What follows belongs to an exercise in optimizing a design on an open flow for small area, a short achievable clock period and few clock cycles per item; a production flow would make more cautious choices. The RTL was checked by simulation tests, not by an equivalence proof against the original design.

==> flow/design.v <==
module Sat_adder(in0, in1, in2, sum);
input  signed [9*2+1:0] in0, in1, in2;
output reg signed [9-1:0]   sum;
wire signed [19:0] sum_temp;
assign sum_temp = in0 + in1 +in2;
always@(*) begin
	if(sum_temp > $signed(20'd255))
		sum = 9'd255;
	else if(sum_temp < $signed(20'd0))
		sum = 9'd0;
	else
		sum = sum_temp[8:0];
end
endmodule
module Pad(en, Data_in, Data_out);
input                   en;
input  [9-1:0] Data_in;
output [9-1:0] Data_out;
assign Data_out = en ? 9 'h0ff : Data_in;
endmodule
module Pooling(
  clk,
  rst,
  en,
  Data_in,
  Data_out
);
input clk;
input rst;
input en;
input [9-1:0] Data_in;
output [9-1:0] Data_out;
reg signed [9-1:0] temp [3:0];
wire signed [9-1:0] max1,max2;
always@(posedge clk or posedge rst) begin
	if(rst) begin
		temp[0] <= 9 'b0;
		temp[1] <= 9 'b0;
		temp[2] <= 9 'b0;
		temp[3] <= 9 'b0;
	end
	else if(en) begin
		temp[0] <= Data_in;
		temp[1] <= temp[0];
		temp[2] <= temp[1];
		temp[3] <= temp[2];
	end
	else begin
		temp[0] <= temp[0];
		temp[1] <= temp[1];
		temp[2] <= temp[2];
		temp[3] <= temp[3];									
	end
end
assign max1 = (temp[0] > temp[1])? temp[0] : temp[1];
assign max2 = (temp[2] > temp[3])? temp[2] : temp[3];
assign Data_out = (max1 > max2)? max1 : max2;
endmodule
module Conv(clk, rst, clear, w_w, w_in, if_w, if_in, result);
input                     clk, rst, clear;
input                     w_w, if_w;
input  [9-1:0]   w_in;
input  [9-1:0]   if_in;
output [9*2+1:0] result;
reg signed [9-1:0]   weight [2:0];
reg signed [9-1:0]   feature [2:0];
integer i;
wire [19:0] weight0,weight1,weight2,feature0,feature1,feature2;
always@(posedge clk or posedge rst) begin
	if(rst) begin
		for(i=0; i<3; i=i+1) begin
			weight[i] <= 9 'b0;
			feature[i] <= 9 'b0;
		end
	end
	else if(clear) begin
		for(i=0; i<3; i=i+1) begin
			weight[i] <= 9 'b0;
			feature[i] <= 9 'b0;
		end
	end
	else begin
		if(w_w) begin
			weight[0] <= w_in;
			weight[1] <= weight[0];
			weight[2] <= weight[1];
		end
		if(if_w) begin
			feature[0] <= if_in;
			feature[1] <= feature[0];
			feature[2] <= feature[1];
		end
		else
			feature[0] <= feature[0];
		end
	end
 assign weight0 = {{11{weight[0][8]}},weight[0]};
 assign weight1 = {{11{weight[1][8]}},weight[1]};
 assign weight2 = {{11{weight[2][8]}},weight[2]};
 assign feature0 = {{11{feature[0][8]}},feature[0]};
 assign feature1 = {{11{feature[1][8]}},feature[1]};
 assign feature2 = {{11{feature[2][8]}},feature[2]};
 assign result = weight0 * feature0 + weight1 * feature1 + weight2 * feature2;
endmodule
module Controller (clk, rst,
                  ROM_IF_A, ROM_W_A, ROM_IF_OE, ROM_W_OE,
                  RAM_CONV_A, RAM_CONV_WE, RAM_CONV_OE,
                  RAM_POOL_A, RAM_POOL_WE, RAM_POOL_OE,
                  sel_if, sel_w, clear, pad_en, pool_en, done);
parameter INIT    = 3'b000,
          READ_W  = 3'b001,
          READ_9  = 3'b010,
          READ_C  = 3'b011,
          WRITE_C = 3'b100,
          READ_P  = 3'b101,
          WRITE_P = 3'b110,
          DONE    = 3'b111;
input                   clk;
input                   rst;
output reg [18-1:0] ROM_IF_A, ROM_W_A;
output reg                  ROM_IF_OE, ROM_W_OE;
output reg [18-1:0] RAM_CONV_A;
output reg                  RAM_CONV_WE, RAM_CONV_OE;
output reg [18-1:0] RAM_POOL_A;
output reg                  RAM_POOL_WE, RAM_POOL_OE;
output reg [2:0]            sel_if, sel_w;
output reg                  clear;
output reg                  pad_en;
output reg                  pool_en;
output reg                  done;
reg [2:0] cs, ns;
reg [18-1:0] row,column,address,row2,column2,address2,count_w;
reg [3:0] count,count2;
always@(*)begin  
	case(cs)
		INIT   : ns = READ_W;
		READ_W : ns = (count_w == 18'd9) ? READ_9  : READ_W;
		READ_9 : ns = (count   ==  4'd9) ? WRITE_C : READ_9;
		READ_C : ns = (count   ==  4'd3) ? WRITE_C : READ_C;
		WRITE_C: begin
			if(address == 18'd65535)
				ns =  READ_P;  
			else begin 
				if(column == 18'd255)
					ns = READ_9; 
				else
					ns = READ_C;
			end
	    end
	    READ_P : ns = (count2 == 4'd4) ? WRITE_P : READ_P;
	    WRITE_P: ns = (address2 == 18'd16383) ? DONE : READ_P;
	    DONE   : ns = DONE;
	endcase
end
always@(*) begin  
		case (cs)
			INIT: begin              
				ROM_IF_OE   = 1'b0;
				ROM_W_OE    = 1'b0;
				RAM_CONV_WE = 1'b0;
				RAM_CONV_OE = 1'b0;
				RAM_POOL_WE = 1'b0;
				RAM_POOL_OE = 1'b0;
				done        = 1'b0;
				RAM_CONV_A  = 18'b0;
				RAM_POOL_A  = 18'b0;
				clear       = 1'b0;
			end
			READ_W: begin
				ROM_IF_OE   = 1'b0;
				ROM_W_OE    = 1'b1;  
				RAM_CONV_WE = 1'b0;
				RAM_CONV_OE = 1'b0;
				RAM_POOL_WE = 1'b0;
				RAM_POOL_OE = 1'b0;
				done        = 1'b0;
				RAM_CONV_A  = 18'b0;
				RAM_POOL_A  = 18'b0;
				clear       = 1'b0;
			end
			READ_9: begin
				ROM_IF_OE   = 1'b1;  
				ROM_W_OE    = 1'b0; 
				RAM_CONV_WE = 1'b0;
				RAM_CONV_OE = 1'b0;
				RAM_POOL_WE = 1'b0;
				RAM_POOL_OE = 1'b0;
				done        = 1'b0;
				RAM_CONV_A  = address;
				RAM_POOL_A  = 18'b0;
				clear       = 1'b0;
			end
			READ_C: begin
				ROM_IF_OE   = 1'b1;  
				ROM_W_OE    = 1'b0; 
				RAM_CONV_WE = 1'b0;
				RAM_CONV_OE = 1'b0;
				RAM_POOL_WE = 1'b0;
				RAM_POOL_OE = 1'b0;
				done        = 1'b0;
				RAM_CONV_A  = address;
				RAM_POOL_A  = 18'b0;
				clear       = 1'b0;
			end
			WRITE_C: begin
				ROM_IF_OE   = 1'b0; 
				ROM_W_OE    = 1'b0; 
				RAM_CONV_WE = 1'b1;  
				RAM_CONV_OE = 1'b0;
				RAM_POOL_WE = 1'b0;
				RAM_POOL_OE = 1'b0;
				done        = 1'b0;
				RAM_CONV_A  = address;  
				RAM_POOL_A  = 18'b0;
				clear       = 1'b0;
			end
			READ_P: begin
				ROM_IF_OE   = 1'b0; 
				ROM_W_OE    = 1'b0; 
				RAM_CONV_WE = 1'b0; 
				RAM_CONV_OE = 1'b1;  
				RAM_POOL_WE = 1'b0;
				RAM_POOL_OE = 1'b0;
				done        = 1'b0;
				RAM_POOL_A  = 18'b0;
				clear       = 1'b0;
				case(count2)
					4'd0: RAM_CONV_A = 18'd256 * row2 + column2;   
					4'd1: RAM_CONV_A = 18'd256 * row2 + column2 + 18'b1;  
					4'd2: RAM_CONV_A = 18'd256 * (row2 + 18'b1) + column2;  
					4'd3: RAM_CONV_A = 18'd256 * (row2 + 18'b1) + column2 + 18'b1;  
					4'd4: RAM_CONV_A = 18'b0;
					default: RAM_CONV_A = address2;
				endcase
			end
			WRITE_P: begin
				ROM_IF_OE   = 1'b0; 
				ROM_W_OE    = 1'b0; 
				RAM_CONV_WE = 1'b0; 
				RAM_CONV_OE = 1'b0; 
				RAM_POOL_WE = 1'b1;  
				RAM_POOL_OE = 1'b0;
				done        = 1'b0;
				RAM_CONV_A  = 18'b0;
				RAM_POOL_A  = address2;  
				clear       = 1'b0;
			end
			DONE: begin
				ROM_IF_OE   = 1'b0; 
				ROM_W_OE    = 1'b0; 
				RAM_CONV_WE = 1'b0; 
				RAM_CONV_OE = 1'b0; 
				RAM_POOL_WE = 1'b0; 
				RAM_POOL_OE = 1'b0;
				done        = 1'b1;  
				RAM_CONV_A  = 18'b0;
				RAM_POOL_A  = 18'b0;
				clear       = 1'b0;
			end
		endcase
	end
always@(*) begin  
	if(cs == READ_W) begin
		ROM_W_A = count_w;
		case(count_w)
			18'd1: sel_w = 3'b001;
			18'd2: sel_w = 3'b001;
			18'd3: sel_w = 3'b001;
			18'd4: sel_w = 3'b010;
			18'd5: sel_w = 3'b010;
			18'd6: sel_w = 3'b010;
			18'd7: sel_w = 3'b100;
			18'd8: sel_w = 3'b100;
			18'd9: sel_w = 3'b100;
			default: sel_w = 3'b000;
		endcase
	end
	else begin
		sel_w = 3'b000;
		ROM_W_A = 18'b0;	
	end
end
always@(*) begin  
	case(cs)
		READ_9: begin  
			case(count)
				4'd1: begin
					sel_if   = 3'b001;  
					ROM_IF_A = 18'd256 * (row - 18'b1);  
					pad_en   = 1'b1;  
				end
				4'd2: begin
					sel_if   = 3'b001;  
					ROM_IF_A = 18'd256 * (row - 18'b1) + 18'b1;  
					if(row == 18'b0)    
						pad_en = 1'b1;
					else
						pad_en = 1'b0;  
				end
				4'd3: begin
					sel_if   = 3'b001;  
					ROM_IF_A = 18'b0;   
					if(row == 18'b0)    
						pad_en = 1'b1;
					else
						pad_en = 1'b0;
				end
				4'd4: begin
					sel_if   = 3'b010;  
					ROM_IF_A = 18'd256 * row;  
					pad_en   = 1'b1;  
				end
				4'd5: begin
					sel_if   = 3'b010;  
					ROM_IF_A = 18'd256 * row + 18'b1;  
					pad_en   = 1'b0;   
				end
				4'd6: begin
					sel_if   = 3'b010;  
					ROM_IF_A = 18'b0;  
					pad_en = 1'b0;  
				end
				4'd7: begin
					sel_if   = 3'b100;  
					ROM_IF_A = 18'd256 * (row + 18'b1);  
					pad_en   = 1'b1;
				end
				4'd8: begin
					sel_if   = 3'b100;  
					ROM_IF_A = 18'd256 * (row + 18'b1) + 18'b1;  
					if(row == 18'd255)  
						pad_en = 1'b1;
					else
						pad_en = 1'b0;
				end
				4'd9: begin
					sel_if   = 3'b100;  
					ROM_IF_A = 18'b0;
					if(row == 18'd255)  
						pad_en = 1'b1;
					else
						pad_en = 1'b0;
				end
				default: begin
					sel_if   = 3'b000;  
					ROM_IF_A = 18'b0;
					pad_en   = 1'b0;
				end
			endcase
		end
		READ_C: begin  
			case(count)
			4'd0: begin
				sel_if   = 3'b000;  
				if(column == 18'b0)
					ROM_IF_A = 18'd256 * (row - 18'b1) + column;
				else
					ROM_IF_A = 18'd256 * (row - 18'b1) + column + 18'b1;
				pad_en   = 1'b0;
			end
			4'd1: begin
				sel_if   = 3'b001;  
				if(column == 18'b0)
					ROM_IF_A = 18'd256 * row + column;
				else
					ROM_IF_A = 18'd256 * row + column  + 18'b1;
				if(column == 18'd255 | row == 18'd0)
					pad_en = 1'b1;
				else
					pad_en = 1'b0;
			end
			4'd2    : begin
				sel_if   = 3'b010;  
				if(column == 18'b0)
					ROM_IF_A = 18'd256 * (row + 18'b1) + column;
				else
					ROM_IF_A = 18'd256 * (row + 18'b1) + column + 18'b1;
				if(column == 18'd255)
					pad_en = 1'b1;
				else
					pad_en = 1'b0;
			end
			4'd3: begin
				sel_if = 3'b100;  
				ROM_IF_A = 18'b0;
				if(column == 18'd255 | row == 18'd255)
					pad_en = 1'b1;
				else
					pad_en = 1'b0;
			end
			default: begin
				sel_if   = 3'b000;  
				ROM_IF_A = 18'b0;
				pad_en   = 1'b0;
			end
			endcase
		end
		default: begin
			sel_if = 3'b000;  
			ROM_IF_A = 18'b0;
			pad_en = 1'b0;
		end
	endcase
end
always@(*) begin  
	case(cs)
		READ_P: begin  
			case(count2)
				4'd0: pool_en    = 1'b0;
				4'd1: pool_en    = 1'b1;
				4'd2: pool_en    = 1'b1;
				4'd3: pool_en    = 1'b1;
				4'd4: pool_en    = 1'b1;
				default: pool_en = 1'b0;
			endcase
		end
		default: pool_en    = 1'b0;
	endcase
end
always @(posedge clk or posedge rst) begin  
	if (rst)
		cs <= INIT;
	else
		cs <= ns;
end
always @(posedge clk) begin  
	begin
		case(cs)
			INIT: begin
				row      <= 18'b0;
				column   <= 18'b0;
				address  <= 18'b0;
				count    <= 4'b0;
				count_w  <= 18'b0;
				row2     <= 18'b0;
				column2  <= 18'b0;
				address2 <= 18'b0;
				count2   <= 4'b0;
			end
			READ_W: count_w <= count_w + 18'b1;
			READ_9,READ_C: count <= count + 4'b1;
			WRITE_C: begin
				count   <= 4'b0;
				address <= address + 18'b1;
				if(column == 18'd255) begin  
					row <= row + 18'b1;
					column <= 18'b0;
				end
				else
					column <= column + 18'b1;
			end
			READ_P: count2 <= count2 + 4'b1;
			WRITE_P: begin
				count2 <= 4'b0;
				address2 <= address2 + 18'b1;
				if(column2 == 18'd254) begin
					row2 <= row2 + 18'd2;
					column2 <= 18'b0;
				end
				else 
					column2 <= column2 + 18'd2;
			end
			default: count <= 4'b0;
		endcase
	end
end
endmodule
module system (clk,
               rst,
               ROM_IF_Q,
               ROM_W_Q,
               RAM_CONV_Q,
               RAM_POOL_Q,
               ROM_IF_A,
               ROM_W_A,
               ROM_IF_OE,
               ROM_W_OE,
               RAM_CONV_A,
               RAM_CONV_WE,
               RAM_CONV_OE,
               RAM_CONV_D,
               RAM_POOL_A,
               RAM_POOL_WE,
               RAM_POOL_OE,
               RAM_POOL_D,
               done);
input                   clk;
input                   rst;
input  [9-1:0] ROM_IF_Q, ROM_W_Q;
input  [9-1:0] RAM_CONV_Q;
input  [9-1:0] RAM_POOL_Q;
output [18-1:0] ROM_IF_A, ROM_W_A;
output                  ROM_IF_OE, ROM_W_OE;
output [18-1:0] RAM_CONV_A;
output                  RAM_CONV_WE;
output                  RAM_CONV_OE;
output [9-1:0] RAM_CONV_D;
output [18-1:0] RAM_POOL_A;
output                  RAM_POOL_WE;
output                  RAM_POOL_OE;
output [9-1:0] RAM_POOL_D;
output                  done;
wire [2:0]              sel_if, sel_w;
wire                    clear;
wire [9*2+1:0] out0, out1, out2;
wire                    pool_en;
wire                    pad_en;
wire [9-1:0]   conv_if_in;
Conv conv1 (
  .clk(clk), .rst(rst), .clear(clear), .w_w(sel_w[0]), .w_in(ROM_W_Q),
  .if_w(sel_if[0]), .if_in(conv_if_in), .result(out0));
Conv conv2 (
  .clk(clk), .rst(rst), .clear(clear), .w_w(sel_w[1]), .w_in(ROM_W_Q),
  .if_w(sel_if[1]), .if_in(conv_if_in), .result(out1));
Conv conv3 (
  .clk(clk), .rst(rst), .clear(clear), .w_w(sel_w[2]), .w_in(ROM_W_Q),
  .if_w(sel_if[2]), .if_in(conv_if_in), .result(out2));
Sat_adder a1 (
  .in0(out0), .in1(out1), .in2(out2), .sum(RAM_CONV_D));
Pooling p1 (
  .clk(clk), .rst(rst), .en(pool_en), .Data_in(RAM_CONV_Q), .Data_out(RAM_POOL_D));
Pad p2(.en(pad_en), .Data_in(ROM_IF_Q), .Data_out(conv_if_in));
Controller c1(
  .clk(clk), .rst(rst),
  .ROM_IF_A(ROM_IF_A), .ROM_W_A(ROM_W_A), .ROM_IF_OE(ROM_IF_OE),
  .ROM_W_OE(ROM_W_OE), .RAM_CONV_A(RAM_CONV_A),
  .RAM_CONV_WE(RAM_CONV_WE), .RAM_CONV_OE(RAM_CONV_OE),
  .RAM_POOL_A(RAM_POOL_A), .RAM_POOL_WE(RAM_POOL_WE), .RAM_POOL_OE(RAM_POOL_OE),
  .sel_if(sel_if), .sel_w(sel_w), .clear(clear),
  .pad_en(pad_en), .pool_en(pool_en) ,.done(done));
endmodule
==> flow/run.sh <==
#!/bin/bash
# synth_recipe.tcl (not shown) runs the flow's synth.tcl, then flattens the netlist and writes it again
# the make line also repeats each setting of config.mk as NAME=value (left out here)
make -C /OpenROAD-flow-scripts/flow DESIGN_CONFIG=/design/flow/config.mk WORK_HOME=/design/flow/orfs CLKGATE_MAP_FILE= SYNTH_SCRIPT=/design/flow/synth_recipe.tcl finish
==> flow/config.mk <==
export PLATFORM = sky130hd
export DESIGN_NAME = system
export DESIGN_NICKNAME = system
export VERILOG_FILES = /design/flow/design.v
export SDC_FILE = /design/flow/constraint.sdc
export NUM_CORES = 4
export LEC_CHECK = 0
export CAP_MARGIN = 20
export CORE_MARGIN = 2
export CORE_UTILIZATION = 40
export SLEW_MARGIN = 20
==> flow/constraint.sdc <==
create_clock -name core_clock -period 16.0 [get_ports {clk}]
set_input_delay 3.2000 -clock core_clock [delete_from_list [all_inputs] [get_ports {clk}]]
set_output_delay 3.2000 -clock core_clock [all_outputs]
set_load 0.01 [all_outputs]
==> flow_metrics.py <==
metrics = {
    "outcome": {
        "status": "timing/DRC/antenna clean",
    },
    "worst_setup_path": {
        "worst_ep_required_time_ns": 12.80,
        "timing.critical_path.buf_inv": 7,
        "cpPeakStageDelay_ns": 0.63,
        "r2r_end": "conv1.feature[0][7]",
        "critPathLaunchType": "flip-flop",
        "cp.arrival_ns": 10.87,
        "crit_top_cell": "fa_1",
        "worst_path_max_delay_cell": "dfrtp_1",
        "critPathTopFamily": "adder cells",
        "worst_setup_path_end_kind": "output port",
        "critical_path_class": "flip-flop to output port",
        "worstRegToRegCells": 8,
        "cp.depth": 37,
        "cp_max_fo": 11,
        "r2r_slack_ns": 11.76,
        "rr_startpoint": "c1.cs[2]",
    },
    "grt": {
        "grt_max_degree": 79,
        "grt_pass1_wl_um": 203600,
        "antenna_found_initial": 1,
        "grt_pass1_vias": 36106,
        "grt-ovfl-total": 0,
        "track_usage_pct": 20.28,
    },
    "clock_tree": {
        "max-clock-path-buffers": 3,
        "insertion_delay_ns": 0.63,
        "postCtsHoldBufs": 0,
        "postCtsResizedCells": 0,
        "clockRootBuffer": "clkbuf_16",
        "numClockSinks": 328,
        "cts_setup_buffers": 0,
        "cts-htree-levels": 2,
        "clk_pin_slew_ns": 0.06,
        "cts_tree": "done",
        "cts_inserted_buffers": 45,
    },
    "yosys": {
        "seq_area_frac_synth_pct": 17.84,
        "synth_seq_cells": 328,
        "netlist_area_mm2": 0.04941,
        "synthArstFlopShare_pct": 61.28,
        "avgSynthCellArea_um2": 9.523,
        "synthFlopType": "dfrtp_1",
        "ys_types": 85,
        "synth_edf_count": 124,
        "synthCells": 5188,
        "yosysWarnings": 7,
    },
    "floorplan": {
        "core_area_mm2": 0.1222,
        "dieArea_mm2": 0.1263,
        "die_h_um": 355.4,
        "initial_core_util_pct": 40.43,
        "fp.dieW_um": 355.4,
        "fp-row-count": 128,
        "ios": 135,
    },
    "worst_hold_path": {
        "hp-start": "p1.temp[3][0]",
        "hold_path_class": "flip-flop to flip-flop",
        "hold-path-cell-count": 2,
        "hold_end": "p1.temp[3][0]",
    },
    "detailed_routing": {
        "viasPerCell": 5.095,
        "drt_first_pass_iters": 5,
        "drt_iter0_drc": 2128,
        "routedWlPerCell_um": 18.08,
        "vias": 34699,
        "drtAntennaViolNets": 0,
        "routed_wl_um": 123200,
        "drc": 0,
    },
    "timing": {
        "period_share_pct": 87.92,
        "timing.fmax_ghz": 0.07109,
        "skew_ns": 0.03936,
        "post-route-min-period_ns": 14.07,
        "tightest_slew_ns": 1.070,
        "drv_slew": 0,
        "hold_viol": 0,
        "fin_tns_setup_ns": 0,
        "slew_headroom_pct": 28.37,
        "whs_ns": 0.5178,
        "rsz0062_at_grt": "no",
        "setup_viol": 0,
    },
    "finish": {
        "fillers": 11825,
        "areaGrowthSynthToFinish_pct": 8.448,
        "final_cell_mix": "inv_1 (870), fa_1 (761), nand2_1 (518), ha_1 (446), and2_1 (324)",
        "layout.nets": 6393,
        "drive_gt1_share_pct": 5.284,
        "final_common_cell": "inv_1",
    },
    "placement": {
        "hpwlAfterDp_um": 100100,
        "portBuffers": 123,
        "gp_congestion": 0.9195,
    },
    "job": {
        "drv_cap": 0,
    },
}
final cells by class:
| cell class | count | area [um2] | share of cell area (%) |
|---|---|---|---|
| inverters | 873 | 3284 | 6.130 |
| clock inverters | 27 | 364.1 | 0.6795 |
| flip-flops and latches | 328 | 8813 | 16.45 |
| clock buffers | 57 | 1211 | 2.260 |
| repair buffers | 140 | 1363 | 2.543 |
| diodes | 1 | 2.502 | 0.004670 |
| multi-input cells | 3760 | 36510 | 68.14 |
| well taps | 1625 | 2033 | 3.795 |
cell usage after synthesis (120+ instances only):
master | number | area [um2]
a21oi_1 | 120 | 600.6
and2_1 | 324 | 2027
clkbuf_1 | 217 | 814.5
dfrtp_1 | 201 | 5030
edfxtp_1 | 124 | 3724
fa_1 | 761 | 15230
ha_1 | 446 | 5580
inv_1 | 871 | 3269
mux2_2 | 153 | 1723
nand2_1 | 520 | 1952
nor2_1 | 317 | 1190
xnor2_1 | 205 | 1795
xor2_1 | 138 | 1209
through the flow:
| stage | utilization [%] | setup WS, ns | cell area [um2] | cells |
|---|---|---|---|---|
| final | 43.85 | 1.933 | 53580 | 6811 |
| after global routing | 43.85 | 1.335 | 53580 | 6810 |
| after floorplan | - | 3.806 | 49410 | 5189 |
| after CTS | 43.83 | 1.865 | 53560 | 6810 |
| after detailed placement | 42.54 | 2.612 | 51980 | 6726 |
| after global placement | 42.54 | 2.648 | 51980 | 6726 |
sequential cells by signal, indices dropped and copies added, names as in the netlist, named ones only:
register,count
c1.column2,17
c1.cs,3
c1.count2,4
c1.count_w,18
c1.address,18
p1.temp,36
c1.row,18
conv1.weight,27
conv2.weight,27
c1.count,4
c1.row2,9
conv3.weight,27
conv2.feature,27
conv1.feature,27
conv3.feature,27
c1.address2,18
c1.column,18
worst max path at each step:
stage | start | to | slack [ns]
floorplan | conv3.feature[1][2] | RAM_CONV_D[4] | 3.81
global placement | conv3.feature[0][2] | RAM_CONV_D[4] | 2.65
detailed placement | conv1.feature[0][0] | RAM_CONV_D[6] | 2.61
CTS | conv2.feature[2][3] | RAM_CONV_D[6] | 1.86
global route | conv3.weight[2][3] | RAM_CONV_D[6] | 1.33
finish | conv2.weight[1][5] | RAM_CONV_D[3] | 1.93
tightest hold or removal path: cells and delay by family (launching register included):
kind               cells  cell delay, ns
DFF                    1            0.37
AOI/OAI and AO/OA      1            0.06
and+or+nand+nor        1            0.05
per-layer routing:
| metal | share of wire, % | up-vias | global-route usage [%] | wire length (um) |
|---|---|---|---|---|
| met2 | 48 | 683 | 33.25 | 58630 |
| met4 | 2.6 | 0 | 4.975 | 3165 |
| li1 | - | 16342 | - | - |
| met5 | 0 | - | 0 | 0 |
| met3 | 4.5 | 142 | 2.349 | 5514 |
| met1 | 45 | 17532 | 28.59 | 55850 |
cells by family (layout without fill, tap and decap cells):
family / count (synthesis) / in the layout / synth area share, %
buf+inv: 1101 / 1097 / 8.398
other cells: 1 / 3 / 0.007590
flops: 328 / 328 / 17.84
xor+xnor: 343 / 343 / 6.080
simple gates: 1545 / 1545 / 15.03
mux: 192 / 192 / 4.287
fa+ha+maj: 1207 / 1207 / 42.13
compound gates: 471 / 471 / 6.227
Testbench counts, summed over its fixed seeds: cycles 2,565,186, images 6.

[static timing again, ports no longer ideal]
The results above use ideal ports. As a check the final layout listed here was re-extracted and re-timed, cells and wires unchanged. Step 1 (the two cells are an assumption about what drives the block):
set clk [get_ports {clk}]
set_driving_cell -lib_cell sky130_fd_sc_hd__clkbuf_16 $clk
set_driving_cell -lib_cell sky130_fd_sc_hd__buf_2 [delete_from_list [all_inputs] $clk]
Step 2 moves the port delays by t, midway between the first and last clock arrival at a register: inputs arrive t later, outputs are due t later. That takes back most of the time a late clock gives input paths. Three values: ideal ports, drivers, drivers and shift; two values: the first two.
shift t [ns]: 0.684
setup WS [ns]: 1.933 / 1.865 / 2.549
cell pins on the clock port's net: 1
After both steps setup and hold are still met in this run. The setup slack of this run moves by -0.068 ns with the drivers and by +0.616 ns with both steps.
